Source: an optimization exercise on an open RTL-to-GDS flow (aim: a short achievable clock period and few clock cycles). Production flows keep margins and buffers that such runs may drop. RTL that was checked went through simulation tests only; none was proved equivalent to the original. For run 2, only the layout was checked, not whether the RTL still works. Power is estimated from default activity; no workload was simulated.

<file path="design/flow/config.mk">
export PLATFORM = sky130hd
export DESIGN_NAME = mips_single_cycle
export DESIGN_NICKNAME = mips_single_cycle
export VERILOG_FILES = /design/flow/design.v
export SDC_FILE = /design/flow/constraint.sdc
export NUM_CORES = 4
export LEC_CHECK = 0
export ABC_CLOCK_PERIOD_IN_PS = 2500
export CAP_MARGIN = 20
export CORE_MARGIN = 2
export CORE_UTILIZATION = 60
export SLEW_MARGIN = 20
export TNS_END_PERCENT = 100
</file>
<file path="design/flow/constraint.sdc">
create_clock -name core_clock -period 9.0 [get_ports {clk}]
set_input_delay 1.8000 -clock core_clock [delete_from_list [all_inputs] [get_ports {clk}]]
set_output_delay 1.8000 -clock core_clock [all_outputs]
set_load 0.01 [all_outputs]
</file>
<file path="design/flow/design.v">
package definitions_pkg;
typedef enum logic [5:0] {
	R_TYPE  = 6'd0,
	ADDI = 6'd1,
	SUBI = 6'd2,	
	ANDI = 6'd3,
	ORI  = 6'd4,
	XORI = 6'd5,
	LUI  = 6'd6,
	LLI  = 6'd7,
	LWR  = 6'd8,
	SWR  = 6'd9,
	LWI  = 6'd10,
	SWI  = 6'd11,
	BEQ  = 6'd12,
	BNE  = 6'd13,
	J    = 6'd14,
	JAL  = 6'd15,
	RET  = 6'd16,
	BLTE = 6'd17
} op_t;
typedef enum logic [5:0] {
	ADD_R  = 6'd0,
	SUB_R  = 6'd1,	
	AND_R  = 6'd2,
	OR_R   = 6'd3,
	XOR_R  = 6'd4,
	SLL_R  = 6'd5,
	SRL_R  = 6'd6,
	SLA_R  = 6'd7,
	SRA_R  = 6'd8
} func_t;
typedef enum logic [3:0] {
	ADD =	4'b0000,
	SUB =	4'b0001,	
	AND =	4'b0010,
	OR =	4'b0011,
	XOR =	4'b0100,
	SLL =	4'b0101,
	SRL =	4'b0110,
	SLA =	4'b0111,
	SRA =	4'b1000,
	LU =	4'b1001,
	LL =	4'b1010,
	NO_OP = 4'b1011
} alu_op_t;
typedef enum logic [1:0] {
	INCREMENT =	2'd0,
	BRANCH    = 2'd1,
	JUMP 		 = 2'd2,
	RETURN 	 = 2'd3
} pc_sel_t;
typedef enum logic [1:0] {
	ALU_RESULT  =	2'd0,
	DATA_MEM    =  2'd1,
	R31_DATA 	=  2'd2
} data_write_t;
typedef enum logic [1:0] {
	RD_VALUE    =	2'd0,
	RT_VALUE   =  2'd1,
	R31_ADDR 	=  2'd2
} rd_t;
typedef enum logic {
	IMM_VALUE    =	1'd0,
	QT_VALUE   =  1'd1
} b_t;
typedef enum logic {
	ADDR_RT_VALUE =  1'd0,
	ADDR_R31      =  1'd1
} rt_t;
endpackage
module extend #(parameter N_IN=16, parameter N_OUT = 32)(
		input logic [N_IN-1:0]	immediate,
		input sign,
		output logic [N_OUT -1:0]	extended	
		);
		logic [N_OUT -1:0] zero_extended;
		logic [N_OUT -1:0] sign_extended;
		always_comb begin
			if(sign) extended = sign_extended;
			else extended = zero_extended;
		end
		assign zero_extended = {{N_OUT - N_IN{1'b0}},immediate};
		assign sign_extended = immediate[N_IN-1] ? {{N_OUT - N_IN{1'b1}},immediate}:{{N_OUT - N_IN{1'b0}},immediate};
endmodule
module controller(
	input clk,
	input definitions_pkg::op_t op,
	input definitions_pkg::func_t func,
	input logic equal,
	input logic lte,
	output logic we,
	output logic muxSel_sa,
	output logic dm_we,
	output definitions_pkg::rd_t muxSel_rd,
	output definitions_pkg::rt_t muxSel_rt,
	output definitions_pkg::b_t muxSel_b,
	output definitions_pkg::data_write_t muxSel_result,
	output logic muxSel_dm_address,
	output definitions_pkg::pc_sel_t muxSel_pc,
	output logic sel_sign
	);
	always_comb begin	
		case(op)
			definitions_pkg::R_TYPE:begin
				case(func)
					definitions_pkg::SLL : muxSel_sa = 1'b1;
					definitions_pkg::SRL : muxSel_sa = 1'b1;
					definitions_pkg::SLA : muxSel_sa = 1'b1;
					definitions_pkg::SRA : muxSel_sa = 1'b1;
					default : muxSel_sa = 1'b0;
				endcase
			end
			default muxSel_sa = 1'b0;
		endcase
	end
	always_comb begin	
		case(op)
			definitions_pkg::R_TYPE:muxSel_rd = definitions_pkg::RD_VALUE;
			definitions_pkg::JAL   :muxSel_rd = definitions_pkg::R31_ADDR;
			default muxSel_rd = definitions_pkg::RT_VALUE;
		endcase
	end
	always_comb begin	
		case(op)
			definitions_pkg::R_TYPE:muxSel_b = definitions_pkg::QT_VALUE;
			definitions_pkg::BEQ : muxSel_b = definitions_pkg::QT_VALUE;
			definitions_pkg::BNE : muxSel_b = definitions_pkg::QT_VALUE;
			definitions_pkg::BLTE : muxSel_b = definitions_pkg::QT_VALUE;
			default muxSel_b = definitions_pkg::IMM_VALUE;
		endcase
	end
	always_comb begin	
		case(op)
			definitions_pkg::RET : muxSel_rt = definitions_pkg::ADDR_R31;
			default muxSel_rt = definitions_pkg::ADDR_RT_VALUE;
		endcase
	end
	always_comb begin	
		case(op)
			definitions_pkg::SWR : we = 1'b0;
			definitions_pkg::SWI : we = 1'b0;
			definitions_pkg::BEQ : we = 1'b0;
			definitions_pkg::BNE : we = 1'b0;
			definitions_pkg::BLTE: we = 1'b0;
			definitions_pkg::J   : we = 1'b0;
			definitions_pkg::RET : we = 1'b0;
			default we = 1'b1;
		endcase
	end
	always_comb begin	
		case(op)
			definitions_pkg::SWR : dm_we = 1'b1;
			definitions_pkg::SWI :  dm_we = 1'b1;
			default dm_we = 1'b0;
		endcase
	end
	always_comb begin	
		case(op)
			definitions_pkg::LWR : muxSel_result = definitions_pkg::DATA_MEM;
			definitions_pkg::LWI : muxSel_result = definitions_pkg::DATA_MEM;
			definitions_pkg::JAL : muxSel_result = definitions_pkg::R31_DATA;
			default muxSel_result = definitions_pkg::ALU_RESULT;
		endcase
	end
	always_comb begin	
		case(op)
			definitions_pkg::LWR : muxSel_dm_address = 1'b1;
			definitions_pkg::SWR : muxSel_dm_address = 1'b1;
			definitions_pkg::LWI : muxSel_dm_address = 1'b0;
			definitions_pkg::SWI : muxSel_dm_address = 1'b0;
			default muxSel_dm_address = 1'b0;
		endcase
	end
	always_comb begin	
		case(op)
			definitions_pkg::BEQ : muxSel_pc = (equal)  ? definitions_pkg::BRANCH : definitions_pkg::INCREMENT;
			definitions_pkg::BNE : muxSel_pc = (~equal) ? definitions_pkg::BRANCH : definitions_pkg::INCREMENT;
			definitions_pkg::BLTE: muxSel_pc = (lte) ? definitions_pkg::BRANCH : definitions_pkg::INCREMENT;
			definitions_pkg::J   : muxSel_pc = definitions_pkg::JUMP;
			definitions_pkg::JAL : muxSel_pc = definitions_pkg::JUMP;
			definitions_pkg::RET : muxSel_pc = definitions_pkg::RETURN;
			default muxSel_pc = definitions_pkg::INCREMENT;
		endcase
	end
	always_comb begin	
		case(op)
			definitions_pkg::ANDI : sel_sign = 1'b0;
			definitions_pkg::ORI  : sel_sign = 1'b0;
			definitions_pkg::XORI : sel_sign = 1'b0;
			default sel_sign = 1'b1;
		endcase
	end
endmodule
module instruction_decoder(
	input definitions_pkg::op_t op,
	input definitions_pkg::func_t func,
	output definitions_pkg::alu_op_t alu_op
	);
	always_comb begin
		case(op)
			definitions_pkg::R_TYPE:begin
				case(func)
					definitions_pkg::ADD_R: 	alu_op	=	definitions_pkg::ADD;
					definitions_pkg::SUB_R:	alu_op	=	definitions_pkg::SUB;
					definitions_pkg::AND_R:	alu_op	=	definitions_pkg::AND;
					definitions_pkg::OR_R:	alu_op	=	definitions_pkg::OR;
					definitions_pkg::XOR_R:	alu_op	=	definitions_pkg::XOR;
					definitions_pkg::SLL_R:	alu_op	=	definitions_pkg::SLL;
					definitions_pkg::SRL_R:	alu_op	=	definitions_pkg::SRL;
					definitions_pkg::SLA_R:	alu_op	=	definitions_pkg::SLA;
					definitions_pkg::SRA_R:	alu_op	= 	definitions_pkg::SRA;
					default alu_op = definitions_pkg::NO_OP;
				endcase
			end
			definitions_pkg::ADDI: alu_op	=	definitions_pkg::ADD;
			definitions_pkg::SUBI:	alu_op	=	definitions_pkg::SUB;
			definitions_pkg::ANDI:	alu_op	=	definitions_pkg::AND;
			definitions_pkg::ORI:	alu_op	=	definitions_pkg::OR;
			definitions_pkg::XORI:	alu_op	=	definitions_pkg::XOR;
			definitions_pkg::LUI:	alu_op	=	definitions_pkg::LU;
			definitions_pkg::LLI:	alu_op	=	definitions_pkg::LL;
			default alu_op = definitions_pkg::NO_OP;
		endcase
	end
endmodule
module alu(
	input logic  [31:0] a,
	input logic  [31:0] b,
	input definitions_pkg::alu_op_t op,
	output logic Z,
	output logic C,
	output logic N,
	output logic O,
	output logic lte,
	output logic equal,
	output logic [31:0] r
	);
	logic extend;
	logic [32:0] extended_sum;
	logic [31:0] sum_result;
	always_comb begin
		case(op)
			definitions_pkg::ADD: 	r	=	sum_result;
			definitions_pkg::SUB:	r	=	a-b;
			definitions_pkg::AND:	r	=	a&b;
			definitions_pkg::OR:	r	=	a|b;
			definitions_pkg::XOR:	r	=	a^b;
			definitions_pkg::SLL:	r	=	b<<a;
			definitions_pkg::SRL:	r	=	b>>a;
			definitions_pkg::SLA:	r	=	$signed(b)<<<a;
			definitions_pkg::SRA:	r	= 	$signed(b)>>>a;
			definitions_pkg::LU:	r	=	{b[15:0],16'b0};
			definitions_pkg::LL:	r	=	{16'b0,b[15:0]};
			default: r = '0;
		endcase
	end
	always_comb begin
		extended_sum = {1'b0, a} + {1'b0, b}; 
		C = extended_sum[32];
		{extend, sum_result} = {a[31], a} + {b[31], b}; 
		O = ({extend, sum_result[31]} == 2'b01);
	end
		assign Z	= (r==0);
		assign N = r[31];
		assign equal = (a==b);
		assign lte = (b <= a);
endmodule
module regfile #(parameter SECT=5)(
	input logic clk,
	input logic we,
	input logic [SECT-1:0]	rs,
	input logic [SECT-1:0]	rt,
	input logic	[SECT-1:0]	rd,
	input logic	[31:0]	d,
	output logic	[31:0]	qs,
	output logic	[31:0]	qt
	);
	logic [31:0] RF	[31:0];
	assign qs = RF[rs];
	assign qt = RF[rt];
	always_ff @(posedge clk)begin	
		if(we) RF[rd] <= d;
	end
endmodule
module status_reg(
	input logic clk,
	input logic asyn_n_rst,
	input logic Z_in,
	input logic C_in,
	input logic N_in,
	input logic O_in,
	output logic Z,
	output logic C,
	output logic N,
	output logic O
	);
	always_ff @(posedge clk or negedge asyn_n_rst) begin
		if(!asyn_n_rst) begin
			{Z,C,N,O} <= 4'b0;
		end else begin
			{Z,C,N,O} <= {Z_in, C_in, N_in, O_in};
		end
	end
endmodule
module PC(
input logic clk,
	input logic asyn_n_rst,
	input logic [31:0] D,
	output logic [31:0] PC
	);
	always_ff @(posedge clk or negedge asyn_n_rst) begin	
		if(!asyn_n_rst) PC <= 32'b0;
		else PC <= D;
	end
endmodule
module mips_single_cycle(
	input logic asyn_n_rst,
	input logic clk,
	input logic [31:0] instruction,
	input logic [31:0] dm_q,
	output logic [31:0] PC,
	output logic [15:0] dm_address,
	output logic [31:0] dm_d,
	output logic dm_we
	);
	localparam int A_ADD = 0, A_SUB = 1, A_AND = 2, A_OR = 3, A_XOR = 4,
	               A_SLL = 5, A_SRL = 6, A_SRA = 7, A_PASS = 8, A_LOAD = 9;
	logic [5:0]  f_op;
	logic [4:0]  f_rs, f_rt, f_rd;
	logic [15:0] f_imm;
	logic [31:0] f_sext, f_pc1, next_pc;
	logic        f_r, f_addi, f_subi, f_andi, f_ori, f_xori, f_lui, f_lli;
	logic        f_lwr, f_swr, f_lwi, f_swi, f_beq, f_bne, f_j, f_jal, f_ret, f_blte;
	logic        f_br, f_pred, f_we, f_bimm;
	logic [4:0]  f_rsi, f_wri;
	logic [31:0] f_immval, f_alt;
	logic [9:0]  f_alu;
	logic [31:0] ras;
	logic        redirect;
	logic [31:0] redirect_pc;
	assign f_op  = instruction[31:26];
	assign f_rs  = instruction[25:21];
	assign f_rt  = instruction[20:16];
	assign f_rd  = instruction[15:11];
	assign f_imm = instruction[15:0];
	assign f_sext = {{16{f_imm[15]}}, f_imm};
	assign f_pc1 = PC + 32'd1;
	assign f_r    = (f_op == 6'd0);
	assign f_addi = (f_op == 6'd1);
	assign f_subi = (f_op == 6'd2);
	assign f_andi = (f_op == 6'd3);
	assign f_ori  = (f_op == 6'd4);
	assign f_xori = (f_op == 6'd5);
	assign f_lui  = (f_op == 6'd6);
	assign f_lli  = (f_op == 6'd7);
	assign f_lwr  = (f_op == 6'd8);
	assign f_swr  = (f_op == 6'd9);
	assign f_lwi  = (f_op == 6'd10);
	assign f_swi  = (f_op == 6'd11);
	assign f_beq  = (f_op == 6'd12);
	assign f_bne  = (f_op == 6'd13);
	assign f_j    = (f_op == 6'd14);
	assign f_jal  = (f_op == 6'd15);
	assign f_ret  = (f_op == 6'd16);
	assign f_blte = (f_op == 6'd17);
	assign f_br   = f_beq | f_bne | f_blte;
	assign f_pred = (f_rs == f_rt) ? !f_bne : !f_beq;
	assign f_we  = f_r | f_addi | f_subi | f_andi | f_ori | f_xori | f_lui | f_lli |
	               f_lwr | f_lwi | f_jal;
	assign f_rsi = f_ret ? 5'd31 : f_rs;
	assign f_wri = f_r ? f_rd : (f_jal ? 5'd31 : f_rt);
	assign f_bimm = !(f_r | f_br);
	always_comb begin
		f_immval = f_sext;
		if (f_andi | f_ori | f_xori | f_lli) f_immval = {16'b0, f_imm};
		if (f_lui) f_immval = {f_imm, 16'b0};
		if (f_jal) f_immval = f_pc1;
	end
	always_comb begin
		if (f_ret) f_alt = ras;
		else if (f_pred) f_alt = f_pc1;
		else f_alt = f_sext;
	end
	always_comb begin
		f_alu = '0;
		if (f_r) begin
			case (instruction[5:0])
				6'd0: f_alu[A_ADD] = 1'b1;
				6'd1: f_alu[A_SUB] = 1'b1;
				6'd2: f_alu[A_AND] = 1'b1;
				6'd3: f_alu[A_OR]  = 1'b1;
				6'd4: f_alu[A_XOR] = 1'b1;
				6'd5: f_alu[A_SLL] = 1'b1;
				6'd6: f_alu[A_SRL] = 1'b1;
				6'd7: f_alu[A_SLL] = 1'b1;
				6'd8: f_alu[A_SRA] = 1'b1;
				default: ;
			endcase
		end
		if (f_addi) f_alu[A_ADD] = 1'b1;
		if (f_subi) f_alu[A_SUB] = 1'b1;
		if (f_andi) f_alu[A_AND] = 1'b1;
		if (f_ori)  f_alu[A_OR]  = 1'b1;
		if (f_xori) f_alu[A_XOR] = 1'b1;
		if (f_lui | f_lli | f_jal) f_alu[A_PASS] = 1'b1;
		if (f_lwr | f_lwi) f_alu[A_LOAD] = 1'b1;
	end
	always_comb begin
		if (redirect) next_pc = redirect_pc;
		else if (f_j | f_jal) next_pc = {6'b0, instruction[25:0]};
		else if (f_br & f_pred) next_pc = f_sext;
		else if (f_ret) next_pc = ras;
		else next_pc = f_pc1;
	end
	logic        k1, k2;
	logic        d_we, d_load, d_store, d_memimm, d_bimm;
	logic        d_chkeq, d_chkne, d_chkle, d_chkgt, d_ret;
	logic        d_fwds, d_fwdt, d_fwds2, d_fwdt2;
	logic        e_we;
	logic [4:0]  e_wri;
	logic [4:0]  d_wri, d_sa;
	logic [31:0] d_rsoh, d_rtoh;
	logic [15:0] d_imm;
	logic [31:0] d_immval, d_alt;
	logic [9:0]  d_alu;
	logic        d_fwdb, d_fwdm;
	always_ff @(posedge clk or negedge asyn_n_rst) begin
		if (!asyn_n_rst) begin
			PC <= 32'b0;
			ras <= 32'b0;
			k1 <= 1'b1;
			k2 <= 1'b1;
		end else begin
			PC <= next_pc;
			if (f_jal) ras <= f_pc1;
			k1 <= redirect;
			k2 <= k1;
		end
	end
	always_ff @(posedge clk) begin
		d_we    <= f_we;
		d_store <= f_swr | f_swi;
		d_chkeq <= (f_beq & !f_pred) | (f_bne & f_pred);
		d_chkne <= (f_beq & f_pred) | (f_bne & !f_pred);
		d_chkle <= f_blte & !f_pred;
		d_chkgt <= f_blte & f_pred;
		d_ret   <= f_ret;
	end
	always_ff @(posedge clk) begin
		d_load   <= f_lwr | f_lwi;
		d_memimm <= f_lwi | f_swi;
		d_bimm   <= f_bimm;
		d_rsoh   <= 32'b1 << f_rsi;
		d_rtoh   <= 32'b1 << f_rt;
		d_wri    <= f_wri;
		d_sa     <= instruction[10:6];
		d_imm    <= f_imm;
		d_immval <= f_immval;
		d_alt    <= f_alt;
		d_alu    <= f_alu;
		d_fwds   <= d_we & !k1 & (f_rsi == d_wri);
		d_fwdt   <= d_we & !k1 & (f_rt == d_wri);
		d_fwdb   <= d_we & !k1 & (f_rt == d_wri) & !f_bimm;
		d_fwdm   <= d_we & !k1 & (f_rsi == d_wri) & !(f_lwi | f_swi);
		d_fwds2  <= e_we & e_valid & (f_rsi == e_wri);
		d_fwdt2  <= e_we & e_valid & (f_rt == e_wri);
	end
	logic [31:0] rf [0:31];
	logic [31:0] qs, qt, e_result, dm_address_n;
	logic        w_we;
	logic [4:0]  w_wri;
	logic [31:0] w_data;
	logic [31:0] rs_q, rt_q;
	always_comb begin
		rs_q = 32'b0;
		rt_q = 32'b0;
		for (int k = 0; k < 32; k++) begin
			rs_q = rs_q | ({32{d_rsoh[k]}} & rf[k]);
			rt_q = rt_q | ({32{d_rtoh[k]}} & rf[k]);
		end
	end
	assign qs = d_fwds2 ? w_data : rs_q;
	assign qt = d_fwdt2 ? w_data : rt_q;
	assign dm_address_n = ({32{d_fwdm & e_alu[A_ADD]}} & r_add) | ({32{d_fwdm & e_alu[A_SUB]}} & r_sub) |
		         ({32{d_fwdm}} & r_rest) | ({32{!(d_fwdm)}} & (d_memimm ? {16'b0, d_imm} : qs));
	logic        e_chkeq, e_chkne, e_chkle, e_chkgt, e_ret, e_valid;
	logic [31:0] e_a, e_b, e_alt;
	logic [4:0]  e_sa;
	logic [9:0]  e_alu;
	assign e_valid = !k1 & !k2;
	always_ff @(posedge clk or negedge asyn_n_rst) begin
		if (!asyn_n_rst) dm_we <= 1'b0;
		else dm_we <= d_store & !k1 & !redirect;
	end
	always_ff @(posedge clk) begin
		e_a   <= ({32{d_fwds & e_alu[A_ADD]}} & r_add) | ({32{d_fwds & e_alu[A_SUB]}} & r_sub) |
		         ({32{d_fwds}} & r_rest) | ({32{!(d_fwds)}} & (qs));
		e_b   <= ({32{d_fwdb & e_alu[A_ADD]}} & r_add) | ({32{d_fwdb & e_alu[A_SUB]}} & r_sub) |
		         ({32{d_fwdb}} & r_rest) | ({32{!(d_fwdb)}} & (d_bimm ? d_immval : qt));
		e_alt <= d_alt;
		e_we   <= d_we;
		e_chkeq <= d_chkeq;
		e_chkne <= d_chkne;
		e_chkle <= d_chkle;
		e_chkgt <= d_chkgt;
		e_ret  <= d_ret;
		e_sa  <= d_sa;
		e_alu <= d_alu;
		e_wri <= d_wri;
		dm_d  <= ({32{d_fwdt & e_alu[A_ADD]}} & r_add) | ({32{d_fwdt & e_alu[A_SUB]}} & r_sub) |
		         ({32{d_fwdt}} & r_rest) | ({32{!(d_fwdt)}} & (qt));
		dm_address <= dm_address_n[15:0];
	end
	logic [31:0] r_add, r_sub, r_sll, r_srl, r_sra, r_rest;
	logic        eq, lte;
	assign r_add = e_a + e_b;
	assign r_sub = e_a - e_b;
	assign r_sll = e_sa[4] ? 32'b0 : (e_b << e_sa[3:0]);
	assign r_srl = e_sa[4] ? 32'b0 : (e_b >> e_sa[3:0]);
	logic signed [31:0] e_bs, r_sra4;
	assign e_bs = e_b;
	assign r_sra4 = e_bs >>> e_sa[3:0];
	assign r_sra = e_sa[4] ? {32{e_b[31]}} : r_sra4;
	assign r_rest = ({32{e_alu[A_AND]}}  & (e_a & e_b)) |
	               ({32{e_alu[A_OR]}}   & (e_a | e_b)) |
	               ({32{e_alu[A_XOR]}}  & (e_a ^ e_b)) |
	               ({32{e_alu[A_SLL]}}  & r_sll) |
	               ({32{e_alu[A_SRL]}}  & r_srl) |
	               ({32{e_alu[A_SRA]}}  & r_sra) |
	               ({32{e_alu[A_PASS]}} & e_b) |
	               ({32{e_alu[A_LOAD]}} & dm_q);
	assign e_result = ({32{e_alu[A_ADD]}} & r_add) | ({32{e_alu[A_SUB]}} & r_sub) | r_rest;
	always_ff @(posedge clk or negedge asyn_n_rst) begin
		if (!asyn_n_rst) w_we <= 1'b0;
		else w_we <= e_we & e_valid;
	end
	always_ff @(posedge clk) begin
		w_wri  <= e_wri;
		w_data <= e_result;
		if (w_we) rf[w_wri] <= w_data;
	end
	assign eq  = (e_a == e_b);
	assign lte = ((~e_a) <= (~e_b));
	assign redirect = e_valid & ((e_chkeq & eq) | (e_chkne & !eq) |
	                             (e_chkle & lte) | (e_chkgt & !lte) |
	                             (e_ret & (e_a != e_alt)));
	assign redirect_pc = e_ret ? e_a : e_alt;
endmodule
</file>
<file path="design/flow/flow/run.sh">
#!/bin/bash
set -euo pipefail
bash standard.sh SETUP_SLACK_MARGIN=6.3 finish > standard_flow.log 2>&1
</file>
<file path="design/flow/standard.sh">
#!/bin/bash
# synth_recipe.tcl (not shown) runs the flow's synth.tcl, then flattens the netlist and writes it again
# the make line also repeats each setting of config.mk as NAME=value (left out here)
make -C /OpenROAD-flow-scripts/flow DESIGN_CONFIG=/design/flow/config.mk WORK_HOME=/design/flow/orfs CLKGATE_MAP_FILE= SYNTH_SCRIPT=/design/flow/synth_recipe.tcl "${@:-finish}"
</file>
==> results of run 1 <==
## metal layers
| layer | vias to the layer above | global-route usage [%] |
|---|---|---|
| li1 | 22790 | - |
| met1 | 29390 | 70.82 |
| met2 | 8028 | 71.10 |
| met3 | 2399 | 32.52 |
| met4 | 26 | 39.96 |
| met5 | - | 2.125 |
## through the flow
step / area, µm² / power (mW) / util [%] / hold WS (ns)
floorplan: 68380 / 10.30 / - / 0.3096
global placement: 71030 / 11.68 / 64.19 / 0.3101
detailed placement: 71060 / 11.70 / 64.21 / 0.3121
CTS: 80420 / 18.48 / 72.67 / 0.3119
global route: 82090 / 19.50 / 74.18 / 0.3311
finish: 82110 / 19.22 / 74.20 / 0.3192
## final timing paths
kind	from	end	slack (ns)	cells past startpoint
min reg2reg	d_alt[2]	e_alt[2]	0.32	0
min in group asynchronous	asyn_n_rst	ras[5]	1.16	1
max in group asynchronous	asyn_n_rst	PC[25]	7.08	1
min	d_alt[2]	e_alt[2]	0.32	0
max	e_a[12]	PC[28]	5.44	14
max reg2reg	e_a[12]	PC[28]	5.44	14
## flip-flops by register name (all words and copies together) (netlist names), 16 cells and up
signal / cells
PC: 32
d_alt: 32
d_imm: 16
d_immval: 32
d_rsoh: 32
d_rtoh: 32
dm_address: 16
dm_d: 32
e_a: 32
e_alt: 32
e_b: 32
ras: 32
rf: 1024
w_data: 32
## kinds of logic (layout without fill, tap and decap cells)
logic type / count (synthesis) / after routing / synth area share [%]
buffers and inverters: 561 / 1093 / 3.236
flip-flops: 1473 / 1473 / 59.82
other: 1 / 14 / 0.005597
adder cells (fa/ha/maj): 130 / 130 / 2.450
XOR/XNOR: 89 / 89 / 1.163
AO/OA/AOI/OAI: 1852 / 1852 / 20.88
multiplexers: 254 / 254 / 4.568
AND/OR/NAND/NOR: 1104 / 1112 / 7.879
## cells in the final DEF (no fill, tap or decap), types with 121 or more instances in the layout
cell type	Yosys	routed
clkbuf_16	0	155
a21oi_1	281	221
mux2i_1	164	152
inv_1	148	123
nor2_1	321	240
buf_4	0	375
a22o_1	321	321
edfxtp_1	1024	1024
nand4_1	137	137
a221oi_1	369	349
buf_6	1	146
a22oi_1	282	278
nand2_1	257	218
nand3_1	131	121
dfxtp_1	381	205
## power by group
part	internal (mW)	switching, mW
clock	3.53	2.75
sequential	7.98	0.706
combinational	1.75	2.52
total	13.2	5.97
## area by class of cell
class / instances / area, µm²
inverters: 156 / 643.1
repair buffers: 663 / 6290
well taps: 1488 / 1862
clock inverters: 64 / 649.4
clock buffers: 207 / 4190
fillers: 7193 / 28550
repair inverters: 3 / 45.04
flip-flops and latches: 1473 / 40520
diodes: 13 / 32.53
multi-input cells: 3438 / 27880
## worst max-delay path, cell delays in order, from the launching register on
cell       delay [ns]
dfxtp_4          0.47
inv_4            0.06
ha_4             0.23
nor4_4           0.34
and2_4           0.23
nand4_1          0.30
nor3_4           0.26
buf_12           0.17
mux2i_1          0.13
nand2_2          0.16
nor2_2           0.06
a2111oi_4        0.39
buf_6            0.22
buf_12           0.16
mux2i_1          0.25
## timing repair
action                                  in CTS  in global routing
pin swaps                                  159                 97
cloned                                      19                  7
endpoints found under the setup margin     833                409
hold buffers                                 0                  0
resized for setup                          993                238
hold endpoints to repair                     0                  0
buffers inserted                           278                 79
==> notes.md, run 1 <==
The run finished with no timing, DRC or antenna violations. In this run the tightest slew margin relative to its limit is 7.306%. Biggest area consumer among synthesized cells: edfxtp_1.

The total area inside the core boundary comes to 110700 µm². After detailed routing, the met3 layer carries 71080 µm of wire. At the worst endpoint, the required time is 9.72 ns. The run gives 67000 µm² as the cell area after technology mapping. Data on the critical path arrives at its endpoint at 4.28 ns. The floorplan step defined a die boundary enclosing 114400 µm².

TritonCTS built the clock tree. Counting instances in the post-synthesis netlist gives the leading cell types as edfxtp_1, dfxtp_1, a221oi_1. The number of nets with antenna violations after detailed routing is 0. The run gives 122 as the placement row count. The first routing iteration left 17390 violations. Leftover overflow at the end of global routing: 0.

Most common cell in the netlist: edfxtp_1. IR analysis of the VDD net gives a maximum drop of 0.1987 mV. After detailed routing, the number of vias per cell comes to 8.346.

The run gives 27 as the initial antenna violation count. CTS built an H-tree with a depth of 4. In the post-synthesis netlist, the biggest area contributors are edfxtp_1, dfxtp_1, a221oi_1.

The number of non-filler instances in the completed layout is 7505, and the count of buffers inserted at the top-level ports is 146. Setup slack on the critical path of the routed design comes to 5.438 ns. For the max-slew violation count, the log shows 0. In the final routing, the length of wire on met1 measures 106400 µm. By startpoint and endpoint, the worst setup path is classified as register to register. The first global-routing pass estimated 448000 µm of wire. For this block, the routed nets add up to 336300 µm of wire. Total via count in the routed design: 62630.

Across the routed clock network, the largest skew measured is 0.04854 ns. Across every metal layer, demand over resource in global routing totals 56.25%. The tools report the startpoint type of the worst setup path as a register. The average size of a mapped cell works out to 12.26 µm².

Setup repair after global routing could not meet its margin everywhere. The die is 338.2 µm wide. Routed signal wires occupy layers up through met5. The run gives 0 as the count of unresolved DRC violations after routing.

In this run, CTS created clock tree buffers numbering 149. The root buffer cell chosen for the clock tree is clkbuf_16. Area overhead of the layout relative to synthesis: 22.56%. Counting flops with a built-in enable in the synthesized netlist gives 1024.

For this configuration, the core starts out at a cell density of 60.54%. The worst path needs 3.562 ns of the cycle, external delays included. The tools report the clock latency on the worst-skew pair as 0.83 ns. The total iterations of the first detailed-routing run is 15, and the post-synthesis register bit count is 1473. For this design the static power due to leakage is 29.54 nW. The worst setup path is captured at a register. The top cell type's share of synthesized area is 45.89%.

In the synthesized netlist the dominant register cell turns out to be edfxtp_1. The run gives 0 ns as the sum of negative setup slack. The pin count of the biggest net entering global routing was 71. Prior to clock tree synthesis, the placed netlist has a worst setup slack of 3.587 ns. The longest clock path from root to sink contains 3 buffers. The yosys synthesis warning count is 1.

For the final number of hold-violating endpoints, the log shows 0. The number of global-route vias before repair was 57420; the estimated wirelength of the detail-placed design was 183300 µm. The post-synthesis cell type count came out at 97. Sequential elements use 59.82% of the synthesized area.

Setup violations remaining at the end of the flow were counted as 0. The tools report the count of max-cap constraint violations as 0. The post-detailed-route wirelength per cell was 44.82 µm; the async set or reset register ratio after synthesis was 4.616%. The die span in y was 338.2 µm. For this design the ratio of total power to cell area is 234.0 nW/µm².

For the cell count after synthesis, the log shows 5464. Routability-driven placement finished with a final weighted congestion of 1.005. The net count of the finished layout came out at 6080. The synthesized netlist net count is 5660. The tools report the maximum clock frequency as 280.8 MHz.

In the detailed route, the total length drawn on met2 is 123200 µm. The share of the cycle needed by the critical path after routing was 39.58%. After clock tree synthesis, the clock-pin slew on the worst setup and hold paths is 0.07 ns. Once placement completed, the tool counted placed cells totaling 6838.

The fraction of layout instances using a drive strength above 1 is 26.70%. The CTS sink count was 1473. For this design the top-level I/O count stands at 147.

Of all nets on the critical path, the largest fanout is 5. The path type of the worst min-delay path is register to register. At the pin with the least slew margin, the transition time is 1.390 ns.
Testbench counts, summed over its fixed seeds: cycles 20,653.
==> inputs of run 2 (changes only) <==
--- a/design/flow/design.v
+++ b/design/flow/design.v
@@ -366,5 +366,14 @@
 	assign f_blte = (f_op == 6'd17);
 	assign f_br   = f_beq | f_bne | f_blte;
-	assign f_pred = (f_rs == f_rt) ? !f_bne : !f_beq;
+	logic [15:0]     bh_valid;
+	logic [15:0][3:0] bh_tag;
+	logic [15:0][1:0] bh_ctr;
+	logic            f_hit, f_same, f_spred;
+	logic [1:0]      f_ctr;
+	assign f_hit = bh_valid[PC[3:0]] & (bh_tag[PC[3:0]] == PC[7:4]);
+	assign f_ctr = bh_ctr[PC[3:0]];
+	assign f_same = (f_rs == f_rt);
+	assign f_spred = !f_beq;
+	assign f_pred = f_same ? !f_bne : (f_hit ? f_ctr[1] : f_spred);
 	assign f_we  = f_r | f_addi | f_subi | f_andi | f_ori | f_xori | f_lui | f_lli |
 	               f_lwr | f_lwi | f_jal;
@@ -420,10 +429,15 @@
 	logic        e_we;
 	logic [4:0]  e_wri;
-	logic [4:0]  d_wri, d_sa;
-	logic [31:0] d_rsoh, d_rtoh;
+	logic [4:0]  d_rsi, d_rti, d_wri;
 	logic [15:0] d_imm;
 	logic [31:0] d_immval, d_alt;
 	logic [9:0]  d_alu;
-	logic        d_fwdb, d_fwdm;
+	logic        d_dyn, d_pred, d_hit;
+	logic [1:0]  d_ctr;
+	logic [7:0]  d_bpc;
+	logic        d_fwdb, d_fwdm, d_srafill, d_log, d_sh, d_fwdl, d_fwdlb, d_fwdsh;
+	logic [15:0] d_sll, d_srl, d_sra;
+	logic [15:0] f_shoh;
+	assign f_shoh = instruction[10] ? 16'b0 : (16'b1 << instruction[9:6]);
 	always_ff @(posedge clk or negedge asyn_n_rst) begin
 		if (!asyn_n_rst) begin
@@ -452,11 +466,21 @@
 		d_memimm <= f_lwi | f_swi;
 		d_bimm   <= f_bimm;
-		d_rsoh   <= 32'b1 << f_rsi;
-		d_rtoh   <= 32'b1 << f_rt;
+		d_rsi    <= f_rsi;
+		d_rti    <= f_rt;
 		d_wri    <= f_wri;
-		d_sa     <= instruction[10:6];
+		d_sll    <= f_alu[A_SLL] ? f_shoh : 16'b0;
+		d_srl    <= f_alu[A_SRL] ? f_shoh : 16'b0;
+		d_sra    <= f_alu[A_SRA] ? f_shoh : 16'b0;
+		d_srafill <= f_alu[A_SRA] & instruction[10];
+		d_log    <= f_alu[A_AND] | f_alu[A_OR] | f_alu[A_XOR] | f_alu[A_PASS];
+		d_sh     <= f_alu[A_SLL] | f_alu[A_SRL] | f_alu[A_SRA];
 		d_imm    <= f_imm;
 		d_immval <= f_immval;
 		d_alt    <= f_alt;
+		d_dyn    <= f_br & !f_same;
+		d_pred   <= f_pred;
+		d_hit    <= f_hit;
+		d_ctr    <= f_hit ? f_ctr : (f_spred ? 2'd2 : 2'd1);
+		d_bpc    <= PC[7:0];
 		d_alu    <= f_alu;
 		d_fwds   <= d_we & !k1 & (f_rsi == d_wri);
@@ -464,28 +488,27 @@
 		d_fwdb   <= d_we & !k1 & (f_rt == d_wri) & !f_bimm;
 		d_fwdm   <= d_we & !k1 & (f_rsi == d_wri) & !(f_lwi | f_swi);
+		d_fwdl   <= d_we & !k1 & (f_rsi == d_wri) & (f_alu[A_AND] | f_alu[A_OR] | f_alu[A_XOR]);
+		d_fwdlb  <= d_we & !k1 & (f_rt == d_wri) & !f_bimm & (f_alu[A_AND] | f_alu[A_OR] | f_alu[A_XOR]);
+		d_fwdsh  <= d_we & !k1 & (f_rt == d_wri) & (f_alu[A_SLL] | f_alu[A_SRL] | f_alu[A_SRA]);
 		d_fwds2  <= e_we & e_valid & (f_rsi == e_wri);
 		d_fwdt2  <= e_we & e_valid & (f_rt == e_wri);
 	end
 	logic [31:0] rf [0:31];
-	logic [31:0] qs, qt, e_result, dm_address_n;
+	logic [31:0] qs, qt, a_val, t_val, e_result;
 	logic        w_we;
 	logic [4:0]  w_wri;
 	logic [31:0] w_data;
-	logic [31:0] rs_q, rt_q;
-	always_comb begin
-		rs_q = 32'b0;
-		rt_q = 32'b0;
-		for (int k = 0; k < 32; k++) begin
-			rs_q = rs_q | ({32{d_rsoh[k]}} & rf[k]);
-			rt_q = rt_q | ({32{d_rtoh[k]}} & rf[k]);
-		end
-	end
-	assign qs = d_fwds2 ? w_data : rs_q;
-	assign qt = d_fwdt2 ? w_data : rt_q;
-	assign dm_address_n = ({32{d_fwdm & e_alu[A_ADD]}} & r_add) | ({32{d_fwdm & e_alu[A_SUB]}} & r_sub) |
-		         ({32{d_fwdm}} & r_rest) | ({32{!(d_fwdm)}} & (d_memimm ? {16'b0, d_imm} : qs));
+	assign qs = d_fwds2 ? w_data : rf[d_rsi];
+	assign qt = d_fwdt2 ? w_data : rf[d_rti];
+	assign a_val = d_fwds ? e_result : qs;
+	assign t_val = d_fwdt ? e_result : qt;
 	logic        e_chkeq, e_chkne, e_chkle, e_chkgt, e_ret, e_valid;
 	logic [31:0] e_a, e_b, e_alt;
-	logic [4:0]  e_sa;
+	logic        e_dyn, e_pred;
+	logic [1:0]  e_ctr;
+	logic [7:0]  e_bpc;
+	logic [31:0] e_la, e_lb, e_sb;
+	logic [15:0] e_sll, e_srl, e_sra;
+	logic        e_srafill;
 	logic [9:0]  e_alu;
 	assign e_valid = !k1 & !k2;
@@ -495,9 +518,14 @@
 	end
 	always_ff @(posedge clk) begin
-		e_a   <= ({32{d_fwds & e_alu[A_ADD]}} & r_add) | ({32{d_fwds & e_alu[A_SUB]}} & r_sub) |
-		         ({32{d_fwds}} & r_rest) | ({32{!(d_fwds)}} & (qs));
-		e_b   <= ({32{d_fwdb & e_alu[A_ADD]}} & r_add) | ({32{d_fwdb & e_alu[A_SUB]}} & r_sub) |
-		         ({32{d_fwdb}} & r_rest) | ({32{!(d_fwdb)}} & (d_bimm ? d_immval : qt));
+		e_a   <= a_val;
+		e_b   <= d_fwdb ? e_result : (d_bimm ? d_immval : qt);
+		e_la  <= d_fwdl ? e_result : (d_log ? qs : 32'b0);
+		e_lb  <= d_fwdlb ? e_result : (d_log ? (d_bimm ? d_immval : qt) : 32'b0);
+		e_sb  <= d_fwdsh ? e_result : (d_sh ? qt : 32'b0);
 		e_alt <= d_alt;
+		e_dyn <= d_dyn;
+		e_pred <= d_pred;
+		e_ctr <= d_ctr;
+		e_bpc <= d_bpc;
 		e_we   <= d_we;
 		e_chkeq <= d_chkeq;
@@ -506,30 +534,37 @@
 		e_chkgt <= d_chkgt;
 		e_ret  <= d_ret;
-		e_sa  <= d_sa;
+		e_sll <= d_sll;
+		e_srl <= d_srl;
+		e_sra <= d_sra;
+		e_srafill <= d_srafill;
 		e_alu <= d_alu;
 		e_wri <= d_wri;
-		dm_d  <= ({32{d_fwdt & e_alu[A_ADD]}} & r_add) | ({32{d_fwdt & e_alu[A_SUB]}} & r_sub) |
-		         ({32{d_fwdt}} & r_rest) | ({32{!(d_fwdt)}} & (qt));
-		dm_address <= dm_address_n[15:0];
+		dm_d  <= t_val;
+		dm_address <= d_fwdm ? e_result[15:0] : (d_memimm ? d_imm : qs[15:0]);
 	end
-	logic [31:0] r_add, r_sub, r_sll, r_srl, r_sra, r_rest;
+	logic [31:0] r_add, r_sub, r_sll, r_sr, alu_r;
 	logic        eq, lte;
 	assign r_add = e_a + e_b;
 	assign r_sub = e_a - e_b;
-	assign r_sll = e_sa[4] ? 32'b0 : (e_b << e_sa[3:0]);
-	assign r_srl = e_sa[4] ? 32'b0 : (e_b >> e_sa[3:0]);
-	logic signed [31:0] e_bs, r_sra4;
-	assign e_bs = e_b;
-	assign r_sra4 = e_bs >>> e_sa[3:0];
-	assign r_sra = e_sa[4] ? {32{e_b[31]}} : r_sra4;
-	assign r_rest = ({32{e_alu[A_AND]}}  & (e_a & e_b)) |
-	               ({32{e_alu[A_OR]}}   & (e_a | e_b)) |
-	               ({32{e_alu[A_XOR]}}  & (e_a ^ e_b)) |
-	               ({32{e_alu[A_SLL]}}  & r_sll) |
-	               ({32{e_alu[A_SRL]}}  & r_srl) |
-	               ({32{e_alu[A_SRA]}}  & r_sra) |
-	               ({32{e_alu[A_PASS]}} & e_b) |
-	               ({32{e_alu[A_LOAD]}} & dm_q);
-	assign e_result = ({32{e_alu[A_ADD]}} & r_add) | ({32{e_alu[A_SUB]}} & r_sub) | r_rest;
+	assign lte = (e_b <= e_a);
+	always_comb begin
+		for (int i = 0; i < 32; i++) begin
+			r_sll[i] = 1'b0;
+			r_sr[i] = e_srafill & e_sb[31];
+			for (int k = 0; k < 16; k++) begin
+				if (i - k >= 0) r_sll[i] = r_sll[i] | (e_sll[k] & e_sb[i - k]);
+				if (i + k < 32) r_sr[i] = r_sr[i] | ((e_srl[k] | e_sra[k]) & e_sb[i + k]);
+				else r_sr[i] = r_sr[i] | (e_sra[k] & e_sb[31]);
+			end
+		end
+	end
+	assign alu_r = ({32{e_alu[A_ADD]}}  & r_add) |
+	               ({32{e_alu[A_SUB]}}  & r_sub) |
+	               ({32{e_alu[A_AND]}}  & (e_la & e_lb)) |
+	               ({32{e_alu[A_OR]}}   & (e_la | e_lb)) |
+	               ({32{e_alu[A_XOR]}}  & (e_la ^ e_lb)) |
+	               r_sll | r_sr |
+	               ({32{e_alu[A_PASS]}} & e_lb);
+	assign e_result = e_alu[A_LOAD] ? dm_q : alu_r;
 	always_ff @(posedge clk or negedge asyn_n_rst) begin
 		if (!asyn_n_rst) w_we <= 1'b0;
@@ -542,8 +577,50 @@
 	end
 	assign eq  = (e_a == e_b);
-	assign lte = ((~e_a) <= (~e_b));
-	assign redirect = e_valid & ((e_chkeq & eq) | (e_chkne & !eq) |
-	                             (e_chkle & lte) | (e_chkgt & !lte) |
-	                             (e_ret & (e_a != e_alt)));
+	logic mis_br, e_taken;
+	logic [1:0] e_ctr_new;
+	assign mis_br = (e_chkeq & eq) | (e_chkne & !eq) | (e_chkle & lte) | (e_chkgt & !lte);
+	assign redirect = e_valid & (mis_br | (e_ret & (e_a != e_alt)));
+	assign e_taken = e_pred ^ mis_br;
+	assign e_ctr_new = e_taken ? ((e_ctr == 2'd3) ? 2'd3 : e_ctr + 2'd1)
+	                           : ((e_ctr == 2'd0) ? 2'd0 : e_ctr - 2'd1);
+	always_ff @(posedge clk or negedge asyn_n_rst) begin
+		if (!asyn_n_rst) bh_valid <= 16'b0;
+		else if (e_valid & e_dyn) bh_valid[e_bpc[3:0]] <= 1'b1;
+	end
+	always_ff @(posedge clk) begin
+		if (e_valid & e_dyn) begin
+			bh_tag[e_bpc[3:0]] <= e_bpc[7:4];
+			bh_ctr[e_bpc[3:0]] <= e_ctr_new;
+		end
+	end
 	assign redirect_pc = e_ret ? e_a : e_alt;
 endmodule
+module ks_add(
+	input logic [31:0] a,
+	input logic [31:0] b,
+	input logic cin,
+	output logic [31:0] s,
+	output logic cout
+	);
+	logic [5:0][31:0] g, p;
+	logic [31:0] x;
+	assign x = a ^ b;
+	assign g[0] = (a & b) | {31'b0, x[0] & cin};
+	assign p[0] = x;
+	genvar l, i;
+	generate
+		for (l = 0; l < 5; l++) begin : lvl
+			for (i = 0; i < 32; i++) begin : bit_
+				if (i >= (1 << l)) begin : cmb
+					assign g[l+1][i] = g[l][i] | (p[l][i] & g[l][i - (1 << l)]);
+					assign p[l+1][i] = p[l][i] & p[l][i - (1 << l)];
+				end else begin : pass
+					assign g[l+1][i] = g[l][i];
+					assign p[l+1][i] = p[l][i];
+				end
+			end
+		end
+	endgenerate
+	assign s = x ^ {g[5][30:0], cin};
+	assign cout = g[5][31];
+endmodule
==> notes.md, run 2 <==
Leakage power summed over all cells: 38.33 nW (+30%). Dominant combinational cell family by area after synthesis: multiplexers. Sorting the synthesized cells by area gives the leading types as edfxtp_1, mux4_2, dfxtp_1. In this run the worst hold path is classified as register to register. The tools report the startpoint type of the worst setup path as a register. The fraction of layout instances using a drive strength above 1 was 40.75% (+14 points); the multiplexer share of the synthesized area was 20.53% (+16 points). The area fraction in and, or, nand and nor cells after synthesis was 6.732% (-1.1 points). Main flop type after synthesis: edfxtp_1. Adder and majority cell fraction of the synthesized area: 2.024% (-0.43 points). The global-route total usage across every layer is 48.27% (-8.0 points), and the top cell type's share of synthesized area is 39.95% (-5.9 points). The logs give 0 (unchanged) for the max-slew violation count and 0 (unchanged) for the count of max-cap constraint violations.

The clock slew seen by the registers of the worst setup and hold paths was 0.07 ns (about the same). Post-synthesis cell type count: 96 (-1.0%). Signal arrival time at the worst endpoint: 4.22 ns (-0.06 ns). The initial core utilization was 60.40% (-0.14 points); the flip-flop count of the largest register after layout was 1024 (unchanged). The number of hold buffers added after cts was 0 (unchanged); the chip width was 378.6 µm (+12%). The required time of the critical path was 9.56 ns (-0.16 ns). The logs give 0 (unchanged) for the number of failing setup endpoints in the final timing report and 185200 µm (+1.0%) for the estimated wirelength of the detail-placed design. The slowest stage of the critical path is the or3b_4 cell.

The number of flops mapped to enable cells by yosys was 1120 (+9.4%); the number of global-route vias before repair was 64490 (+12%). The leftover overflow at the end of global routing is 0 (unchanged), and the average size of a mapped cell is 13.64 µm² (+11%). Maximum resistive drop on vdd: 0.2148 mV (+8.1%). For the combinational cell fraction of total power, the log shows 24.8% (+2.6 points). The die span in y was 378.6 µm (+12%); the worst-case clock buffer depth was 3 (unchanged). The final number of hold-violating endpoints was 0 (unchanged). The cell area after technology mapping is 84180 µm² (+26%), and the number of H-tree branching levels is 4 (unchanged). TritonCTS built the clock tree. The signal on the critical path passes through ha_4, nand4_1, nor4_2, or3b_4, mux2_4, a311oi_4, and3b_2, nor3b_4, buf_12, o21ai_2, mux2i_1.

Post-synthesis register bit count: 1743 (+18%). The largest total area in the synthesized netlist belongs to edfxtp_1. By count the netlist is led by edfxtp_1, mux4_2, dfxtp_1. The placement row count is 137 (+12%), and the number of nets with antenna violations after detailed routing is 0 (unchanged). Cell at the root of the clock tree: clkbuf_16. Initial antenna violation count: 18 (-33%). The tools report the detailed router's first-iteration violation count as 13630 (-22%). The top cell types in the final layout, fill and taps aside, are edfxtp_1, mux4_2, dfxtp_1, nand2_1, buf_4. The sum of negative setup slack came out at 0 ns (unchanged). The logs give 6373 (+13%) for the synthesized netlist net count and 0.89 ns (+0.06 ns) for the clock latency on the worst-skew pair. Register name with the most flops: rf.

Minimum period implied by the final worst setup slack: 3.661 ns (+0.09960 ns). Relative to the synthesized area, the layout overhead comes to 28.52%. The pin count of the biggest net entering global routing was 69 (-2.8%). The die area is 143300 µm² (+25%).

The logs give 356500 µm (+6.0%) for the wire length reported by the detailed router and 273.1 MHz (-2.7%) for the maximum clock frequency. The run finished with no timing, DRC or antenna violations. The net count of the finished layout came out at 7004 (+15%). The number of buffers created by CTS is 180 (+21%), and the relative contribution of sequential cells to total power is 41.7% (-3.5 points).

The logs give 139400 µm² (+26%) for the floorplan core area and 68520 (+9.4%) for the total via count in the routed design. The placed cell count was 7827 (+14%); the transition time of the tightest slew-check pin was 1.384 ns (-0.006655 ns). The share of the cycle needed by the critical path after routing was 40.68% (+1.1 points); the number of non-filler instances in the completed layout was 8835 (+18%).

STA classifies the critical path endpoint as a register. Setup repair after global routing could not meet its margin everywhere. The cell count after synthesis is 6172 (+13%).

The critical path is of the register to register type. The count of buffers inserted at the top-level ports was 146 (unchanged). For the final weighted congestion in routability-driven placement, the log shows 1.010 (+0.51%). The run gives 40390 µm² (+45%) as the combined area of the multi-input logic cells.

The power density over the cells works out to 217.1 nW/µm² (-7.2%). The via density per instance is 7.755 (-7.1%), and the internal power contribution is 16.22 mW (+22%). The total iterations of the first detailed-routing run is 11 (-4), and the peak fanout along the critical path is 9 (+4). For the storage element area, the log shows 46820 µm² (+16%).

The clock share of power came out at 33.5% (+0.9 points). The number of fill cells is 7881 (+9.6%), and the yosys synthesis warning count is 1 (unchanged). Power dissipated by switching net loads: 7.268 mW (+22%).

The remaining max-slew budget at the tightest pin is 7.624% (+0.32 points), and the worst clock skew is 0.09575 ns (+0.04721 ns). The synthesized-area fraction occupied by xor and xnor cells is 1.040% (-0.12 points), and the post-detailed-route wirelength per cell is 40.35 µm (-10%). The leading cell type in the layout, fill and taps excluded was edfxtp_1. For the CTS sink count, the log shows 1743 (+18%).

The most common cell in the netlist is edfxtp_1. The async set or reset register ratio after synthesis is 4.819% (+0.20 points). For the register area share after synthesis, the log shows 55.27% (-4.5 points). For the number of placed I/O pins, the log shows 147 (unchanged). Count of unresolved DRC violations after routing: 0 (unchanged).

The switching power share of the total is 30.94% (-0.12 points). The compound-gate portion of the synthesized area came out at 11.12% (-9.8 points). The wire length of the first global-routing pass is 483800 µm (+8.0%). Critical path's largest stage delay: 0.46 ns (about the same).
run 2: cell count changes after synthesis, sizes merged, moves of 56 or more:
cell	change
a221oi	-249
mux4	+630
a22oi	-118
dfxtp	+158
nand2	+180
buf	+79
edfxtp	+96
a22o	-230
o21ai	+87
a21oi	-56
run 2: path summary, 6_finish.rpt:
check | from | endpoint | slack, ns | cells past startpoint
worst max-delay path | e_a[3] | bh_ctr[1] | 5.34 | 11
worst min-delay path | d_alt[18] | e_alt[18] | 0.32 | 0
worst max register to register | e_a[3] | bh_ctr[1] | 5.34 | 11
worst min register to register | d_alt[18] | e_alt[18] | 0.32 | 0
max in group asynchronous | asyn_n_rst | PC[7] | 6.83 | 2
min in group asynchronous | asyn_n_rst | dm_we | 0.99 | 1
run 2: repair_timing:
action	in CTS	in global routing
gates resized for setup	1520	489
endpoints found under the setup margin	1091	650
pin swaps	179	181
setup buffers	391	187
hold endpoints to repair	0	0
gates cloned	83	8
run 2: critical path: cells and delay by family, from the launching register on:
family	cells	cell delay (ns)
AO/OA/AOI/OAI	2	0.64
adder cells (fa/ha/maj)	1	0.39
AND/OR/NAND/NOR	5	1.32
flip-flops	1	0.42
buffers and inverters	1	0.15
multiplexers	2	0.46
run 2: stage by stage:
| stage | total power [mW] | utilization (%) | instance area (µm²) | hold slack (ns) | setup slack [ns] |
|---|---|---|---|---|---|
| after floorplan | 12.08 | - | 85440 | 0.3096 | 5.506 |
| after global placement | 13.58 | 63.36 | 88290 | 0.3099 | 3.493 |
| after detailed placement | 13.62 | 63.36 | 88300 | 0.3121 | 3.474 |
| after CTS | 22.55 | 74.96 | 104500 | 0.3095 | 5.447 |
| after global routing | 23.96 | 77.62 | 108200 | 0.3289 | 5.323 |
| final | 23.49 | 77.63 | 108200 | 0.3196 | 5.339 |
run 2: logic make-up (layout without fill, tap and decap cells):
group / Yosys count / after routing
AO/OA/AOI/OAI: 1344 / 1344
buffers and inverters: 720 / 1496
multiplexers: 887 / 887
XOR/XNOR: 100 / 100
adder cells (fa/ha/maj): 135 / 135
other: 0 / 5
flip-flops: 1743 / 1743
AND/OR/NAND/NOR: 1243 / 1249
run 2: cell type report:
| class | count | share of cell area, % |
|---|---|---|
| tap | 1876 | 2.170 |
| clock inverter | 91 | 1.010 |
| multi-input combinational | 3715 | 37.33 |
| timing repair buffer | 970 | 10.83 |
| clock buffer | 242 | 4.616 |
| inverter | 191 | 0.7275 |
| antenna | 5 | 0.01157 |
| sequential | 1743 | 43.28 |
| timing repair inverter | 2 | 0.03007 |
run 2: metal layers:
| metal | vias up | track usage, % | routed length (µm) |
|---|---|---|---|
| met2 | 7064 | 68.92 | 149600 |
| met3 | 1943 | 17.29 | 58880 |
| li1 | 25770 | - | - |
| met5 | - | 0.1029 | 154 |
| met4 | 24 | 30.41 | 31620 |
| met1 | 33720 | 62.95 | 116300 |
run 2: power groups by stage:
stage | clock, mW | sequential [mW] | combinational (mW)
6_report | 7.87 | 9.80 | 5.83
5_1_grt | 8.14 | 9.82 | 6.00
4_1_cts | 7.74 | 9.75 | 5.06
3_5_place_dp | 0 | 9.94 | 3.68
3_3_place_gp | 0 | 9.93 | 3.65
2_1_floorplan | 0 | 9.65 | 2.43

what the ideal ports hide:
No port has a modelled driver above. Below, the same layouts with a new extraction and two added sets of constraints.
Step 1 sets driving cells, clkbuf_16 on the clock port and buf_2 on the other inputs (assumed; they add their load-dependent delay and slew).
Step 2 also shifts input and output timing later by t, the mid clock arrival at the registers, as if the neighbouring blocks saw the same clock.
Slacks: ideal ports / drivers / drivers and shift; pairs: ideal ports / drivers.
run	t, ns	slack for setup (ns)	cell pins on the clock port's net
run 1	0.891	5.438 / 5.438 / 4.867	1
run 2	0.921	5.339 / 5.339 / 4.755	1
After both steps every run listed still meets setup and hold. For run 2, which loses most, drivers alone change the setup slack by 0.000 ns; drivers and shift together by -0.584 ns.
